Context: an optimization exercise on an open-source flow, tuned for small area. The choices shown serve that exercise and are no tape-out recipe. Where RTL was checked, it was by simulation tests only, not by an equivalence proof against the original. The clock input has no modelled driver; a real chip could not lean on it and would need a root buffer or a full tree. Power figures rest on the tool's default switching activity, not on a simulated workload.

// top
module top(
    input clk,
    input rst,
    input [3:0] sw,
    input [3:0] btn,
    output led,
    output wire uart_tx_out
    );
    wire [3:0] deb;
    debounce deb_inst0 (.clk(clk), .rst(rst), .in(btn[0]), .out(deb[0]));
    debounce deb_inst1 (.clk(clk), .rst(rst), .in(btn[1]), .out(deb[1]));
    debounce deb_inst2 (.clk(clk), .rst(rst), .in(btn[2]), .out(deb[2]));
    debounce deb_inst3 (.clk(clk), .rst(rst), .in(btn[3]), .out(deb[3]));
    reg [2:0] oct;
    reg [1:0] bsel;
    reg       one;
    always @(*) begin
        casex (sw)
            4'b1xxx: oct = 3'd4;
            4'b01xx: oct = 3'd3;
            4'b001x: oct = 3'd2;
            4'b0001: oct = 3'd1;
            default: oct = 3'd0;
        endcase
        one = 1'b1;
        case (deb)
            4'b0001: bsel = 2'd0;
            4'b0010: bsel = 2'd1;
            4'b0100: bsel = 2'd2;
            4'b1000: bsel = 2'd3;
            default: begin bsel = 2'd0; one = 1'b0; end
        endcase
    end
    reg [4:0] note;
    always @(posedge clk) begin
        if (rst | ~one) note <= 5'b11100;
        else            note <= {oct, bsel};
    end
    wire wave_val;
    square_wave square_wave_inst (.clk(clk), .rst(rst), .note(note), .wave_val(wave_val));
    assign led = wave_val;
    uart_tx_out_mod uart_tx_out_mod_inst (.clk(clk), .rst(rst), .data(wave_val), .tx(uart_tx_out));
endmodule
==> flow/config.mk <==
export PLATFORM = sky130hd
export DESIGN_NAME = top
export DESIGN_NICKNAME = top
export VERILOG_FILES = /design/flow/design.v
export SDC_FILE = /design/flow/constraint.sdc
export NUM_CORES = 4
export LEC_CHECK = 0
export CAP_MARGIN = 20
export CORE_MARGIN = 2
export CORE_UTILIZATION = 45
export CTS_BUF_LIST = sky130_fd_sc_hd__clkbuf_4
export PLACE_DENSITY = 0.6
export SLEW_MARGIN = 20
==> flow/constraint.sdc <==
create_clock -name core_clock -period 10.0 [get_ports {clk}]
set_input_delay 2.0000 -clock core_clock [delete_from_list [all_inputs] [get_ports {clk}]]
set_output_delay 2.0000 -clock core_clock [all_outputs]
set_load 0.01 [all_outputs]
run.sh (not shown) runs the stock make flow with config.mk's settings and CLKGATE_MAP_FILE= SYNTH_SCRIPT=/design/flow/synth_recipe.tcl, a recipe that flattens the netlist after the stock synthesis.
Next try:
- CTS_BUF_LIST: sky130_fd_sc_hd__clkbuf_4 -> unset
=> The changed run ran to the end with no violations. Setup slack improved by 140 ps. Clock skew goes down by 5.7 ps. Synthesized area does not change. Die area is unchanged. Via count goes down by 0.87%. First-iteration DRC count goes up by 3.8%. Maximum frequency goes up by 3.4%. Global-route usage goes up by 0.10 points. Worst hold slack got worse by 5.2 ps. Utilization goes up by 2.4 points.
Next try:
- CTS_BUF_LIST: unset -> sky130_fd_sc_hd__clkbuf_8
After rerunning:
- The changed run went through all stages and came out clean
- power falls by 13%
- design area drops by 2.9%
- wire length is about the same
- hold slack gains 4.6 ps
- setup slack degrades by 27 ps
- clock power drops by 27%
- synthesized cell count is unchanged
- cell count stays the same
- sequential power stays flat
Function was not checked in any run of this note: the RTL went through the layout flow alone.

---

## the baseline
top, a different RTL version from the one above (not shown whole).
For scale: about 510 cells after synthesis, ~12 I/O pins, roughly 0.0046 sq mm of cells after synthesis.
export LEC_CHECK = 0
export CAP_MARGIN = 20
export CORE_MARGIN = 2
export CORE_UTILIZATION = 65
export PLACE_DENSITY = 0.8
export SLEW_MARGIN = 20
create_clock -name core_clock -period 10.0 [get_ports {clk}]
standard.sh (not shown) runs the stock make flow with config.mk's settings and CLKGATE_MAP_FILE= SYNTH_SCRIPT=/design/flow/synth_recipe.tcl, a recipe that flattens the netlist after the stock synthesis.
==> flow/flow/run.sh <==
#!/bin/bash
# Own layout flow:
#  1. the standard synthesis (the standard.sh synth);
#  2. its combinational cells re-mapped for area with Yosys/ABC (a few ABC
#     scripts in parallel, abc_*.abc, the smallest result kept), registers
#     untouched (same cells, same instance names);
#  3. the standard ORFS flow up to placement, input/output ports buffered
#     with the smallest buffer;
#  4. a one-level clock tree (clock_tree.tcl) in place of ORFS's CTS step:
#     a root buffer fed by the clock port, driving NCLUST leaf buffers, each
#     driving one cluster of register clock pins;
#  5. the standard ORFS flow from global routing to the end.
# Each tool's output goes to a log file of its own in this folder.
set -euo pipefail
W=$PWD
F=$W/flow
PD=$FLOW_HOME/platforms/$FLOW_PLATFORM
R=$W/orfs/results/$FLOW_PLATFORM/top/base
LIB=$PD/lib/sky130_fd_sc_hd__tt_025C_1v80.lib
NCLUST=8
LEAF_BUF=sky130_fd_sc_hd__clkbuf_8
ROOT_BUF=sky130_fd_sc_hd__clkbuf_8
PORT_BUF=sky130_fd_sc_hd__buf_1

# 1. standard synthesis
bash standard.sh synth > $W/log_1_synth.txt 2>&1
cp $R/1_2_yosys.v $W/std_1_2_yosys.v

# 2. re-map the combinational cells
yosys -q -l $W/log_2_models.txt -p "read_liberty -ignore_miss_func $LIB; write_verilog -noattr $W/models_all.v"
python3 $F/comb_models.py $W/models_all.v $W/models_comb.v > $W/log_2_models_py.txt 2>&1
for A in $F/abc_*.abc; do
  N=$(basename $A .abc)
  sed "s#@LIB@#$LIB#g; s#@MODELS@#$W/models_comb.v#g; s#@IN@#$W/std_1_2_yosys.v#g; s#@OUT@#$W/reopt_$N.v#g; s#@ABC@#$A#g" \
      $F/reopt.ys > $W/reopt_$N.ys
  yosys -l $W/reopt_$N.log -s $W/reopt_$N.ys > /dev/null 2>&1 &
done
wait
python3 $F/pick.py $W/reopt.v $W/reopt_abc_*.log > $W/log_2_pick.txt 2>&1
python3 $F/check_regs.py $W/std_1_2_yosys.v $W/reopt.v > $W/log_2_check_regs.txt 2>&1
cp $W/reopt.v $R/1_2_yosys.v
rm -f $R/1_synth.odb $R/1_synth.sdc

# 3. floorplan and placement
bash standard.sh "BUFFER_PORTS_ARGS=-buffer_cell $PORT_BUF" place > $W/log_3_place.txt 2>&1

# 4. clock tree
MYCTS_IN_ODB=$R/3_place.odb MYCTS_IN_SDC=$R/3_place.sdc \
MYCTS_OUT_ODB=$R/4_1_cts.odb MYCTS_OUT_SDC=$R/4_cts.sdc \
MYCTS_LIB=$LIB MYCTS_RC=$PD/setRC.tcl MYCTS_N=$NCLUST MYCTS_BUF=$LEAF_BUF MYCTS_ROOT=$ROOT_BUF \
    openroad -no_init -exit $F/clock_tree.tcl > $W/log_4_cts.txt 2>&1

# 5. routing and the rest
bash standard.sh "BUFFER_PORTS_ARGS=-buffer_cell $PORT_BUF" finish > $W/log_5_finish.txt 2>&1
==> flow/flow/clock_tree.tcl <==
# A one-level clock tree: the clock port drives NCLUST clock buffers, each
# driving the register clock pins of one cluster (k-means on the pin positions).
# Inputs (env): MYCTS_IN_ODB MYCTS_IN_SDC MYCTS_OUT_ODB MYCTS_OUT_SDC MYCTS_LIB MYCTS_RC
# MYCTS_N (number of leaf buffers) MYCTS_BUF (leaf buffer) MYCTS_ROOT (root buffer, used when MYCTS_N > 4)
read_liberty $::env(MYCTS_LIB)
read_db $::env(MYCTS_IN_ODB)
read_sdc $::env(MYCTS_IN_SDC)
source $::env(MYCTS_RC)

set block [ord::get_db_block]
set db [ord::get_db]
set clkport [$block findBTerm clk]
set clknet [$clkport getNet]
set sinks {}
foreach it [$clknet getITerms] { lappend sinks $it }
puts "clock sinks: [llength $sinks]"

# pin positions
set pts {}
foreach it $sinks {
  set inst [$it getInst]
  set bb [$inst getBBox]
  lappend pts [list [expr {([$bb xMin] + [$bb xMax]) / 2.0}] [expr {([$bb yMin] + [$bb yMax]) / 2.0}]]
}
set K $::env(MYCTS_N)
set n [llength $pts]
# k-means, seeded by sorting along x then y
set order [lsort -real -index 0 $pts]
set cent {}
for {set k 0} {$k < $K} {incr k} {
  lappend cent [lindex $order [expr {int(($k + 0.5) * $n / $K)}]]
}
set cap [expr {int(ceil(double($n) / $K)) + 1}]
for {set iter 0} {$iter < 30} {incr iter} {
  # capacity-limited assignment: nearest centroid first, over all pin/centroid pairs
  set pairs {}
  for {set i 0} {$i < $n} {incr i} {
    set p [lindex $pts $i]
    for {set k 0} {$k < $K} {incr k} {
      set c [lindex $cent $k]
      lappend pairs [list [expr {abs([lindex $p 0] - [lindex $c 0]) + abs([lindex $p 1] - [lindex $c 1])}] $i $k]
    }
  }
  set pairs [lsort -real -index 0 $pairs]
  set assign [lrepeat $n -1]
  set sc [lrepeat $K 0]
  foreach pr $pairs {
    lassign $pr d i k
    if {[lindex $assign $i] >= 0} continue
    if {[lindex $sc $k] >= $cap} continue
    lset assign $i $k
    lset sc $k [expr {[lindex $sc $k] + 1}]
  }
  set sx [lrepeat $K 0.0]; set sy [lrepeat $K 0.0]
  for {set i 0} {$i < $n} {incr i} {
    set k [lindex $assign $i]; set p [lindex $pts $i]
    lset sx $k [expr {[lindex $sx $k] + [lindex $p 0]}]
    lset sy $k [expr {[lindex $sy $k] + [lindex $p 1]}]
  }
  set newc {}
  for {set k 0} {$k < $K} {incr k} {
    set c [lindex $sc $k]
    if {$c == 0} { lappend newc [lindex $cent $k] } else {
      lappend newc [list [expr {[lindex $sx $k] / $c}] [expr {[lindex $sy $k] / $c}]]
    }
  }
  set cent $newc
}
puts "cluster sizes: $sc"

set master [$db findMaster $::env(MYCTS_BUF)]
set drvnet $clknet
if {$K > 4} {
  set rmaster [$db findMaster $::env(MYCTS_ROOT)]
  set rinst [odb::dbInst_create $block $rmaster "clkbuf_root"]
  set rnet [odb::dbNet_create $block "clk_root"]
  $rnet setSigType CLOCK
  set mx 0.0; set my 0.0
  foreach c $cent { set mx [expr {$mx + [lindex $c 0] / $K}]; set my [expr {$my + [lindex $c 1] / $K}] }
  $rinst setLocation [expr {int($mx)}] [expr {int($my)}]
  $rinst setPlacementStatus PLACED
  [$rinst findITerm A] connect $clknet
  [$rinst findITerm X] connect $rnet
  set drvnet $rnet
}
for {set k 0} {$k < $K} {incr k} {
  set inst [odb::dbInst_create $block $master "clkbuf_leaf_$k"]
  set net [odb::dbNet_create $block "clk_leaf_$k"]
  $net setSigType CLOCK
  set c [lindex $cent $k]
  $inst setLocation [expr {int([lindex $c 0])}] [expr {int([lindex $c 1])}]
  $inst setPlacementStatus PLACED
  [$inst findITerm A] connect $drvnet
  [$inst findITerm X] connect $net
  set leafnet($k) $net
}
set i 0
foreach it $sinks {
  set k [lindex $assign $i]
  $it disconnect
  $it connect $leafnet($k)
  incr i
}
$clknet setSigType CLOCK

detailed_placement
check_placement -verbose
set_propagated_clock [all_clocks]
estimate_parasitics -placement
set worst 0
foreach pin [get_pins -hierarchical */CLK] {
  set s [get_property $pin slew_max]
  if {$s > $worst} {set worst $s}
}
puts "WORST_CLK_SLEW $worst"
report_clock_skew
report_worst_slack -max
report_worst_slack -min
write_db $::env(MYCTS_OUT_ODB)
write_sdc $::env(MYCTS_OUT_SDC)
Other scripts of this flow, unchanged in this note and not shown: flow/flow/abc_0.abc, flow/flow/abc_1.abc, flow/flow/abc_2.abc, flow/flow/abc_3.abc, flow/flow/check_regs.py, flow/flow/comb_models.py, flow/flow/pick.py, flow/flow/reopt.ys
Changes in the candidate relative to the baseline:
Settings: swapping 65 for 45 in CORE_UTILIZATION; swapping 0.8 for 0.6 in PLACE_DENSITY.
-- flow/flow/run.sh --
<<< the baseline, line 18
R=$W/orfs/results/$FLOW_PLATFORM/top/base
LIB=$PD/lib/sky130_fd_sc_hd__tt_025C_1v80.lib
NCLUST=8
LEAF_BUF=sky130_fd_sc_hd__clkbuf_8
ROOT_BUF=sky130_fd_sc_hd__clkbuf_8
>>> the candidate, line 18
R=$W/orfs/results/$FLOW_PLATFORM/top/base
LIB=$PD/lib/sky130_fd_sc_hd__tt_025C_1v80.lib
NCLUST=10
LEAF_BUF=sky130_fd_sc_hd__clkbuf_8
ROOT_BUF=sky130_fd_sc_hd__clkbuf_8
Notes after the runs:
On via count, the baseline and the candidate are basically level.
Comparing the candidate against the baseline, there is no change at all in first-pass detailed-route iteration total.
Compared with the baseline, the candidate is hungrier on power.
Against the baseline, the candidate comes in 110 ps higher on time the final worst path needs with I/O delays and setup.
The candidate against the baseline: die area +about 40%; data arrival at the endpoint of the critical path +120 ps; wire length of the first global-routing pass went up by 4.6%; first-iteration DRC count went up 21; worst hold slack down 6.3 ps.
The via count of the first global-routing pass reported for the candidate is greater than that of the baseline by 22.
Global-route usage for the candidate: 6.4 points down relative to the baseline
No run of this note takes its clock network from TritonCTS; it comes from the design's own scripts or RTL.

port drivers added, routing unchanged:
The results above use ideal ports. As a check the final layouts listed here were re-extracted and re-timed, cells and wires unchanged.
Step 1 (the two cells are an assumption about what drives the block):
set clk [get_ports {clk}]
set_driving_cell -lib_cell sky130_fd_sc_hd__clkbuf_16 $clk
set_driving_cell -lib_cell sky130_fd_sc_hd__buf_2 [delete_from_list [all_inputs] $clk]
Step 2, shift: input delay + t, output delay - t, t = (earliest + latest rising clock arrival at the registers) / 2. This alone moves slack from input paths to output paths.
Slacks: no drivers / after step 1 / after step 2; pairs: no drivers / after step 1.
run	t (ns)	slack for setup (ns)	clock arrival spread, ns	worst data-port slew with drivers (ns)
the first run of note 1	0.560	5.789 / 5.755 / 6.056	0.013 / 0.013	0.04
the second run of note 1	0.450	5.929 / 5.888 / 6.079	0.008 / 0.008	0.04
the third run of note 1	0.470	5.902 / 5.866 / 6.072	0.009 / 0.009	0.04
the baseline	0.406	4.984 / 4.985 / 4.578	0.025 / 0.025	0.03
the candidate	0.420	4.871 / 4.876 / 4.456	0.027 / 0.026	0.05
After both steps every run listed still meets setup and hold. The setup slack of the candidate, which loses most, moves by +0.005 ns with the drivers and by -0.415 ns with both steps.
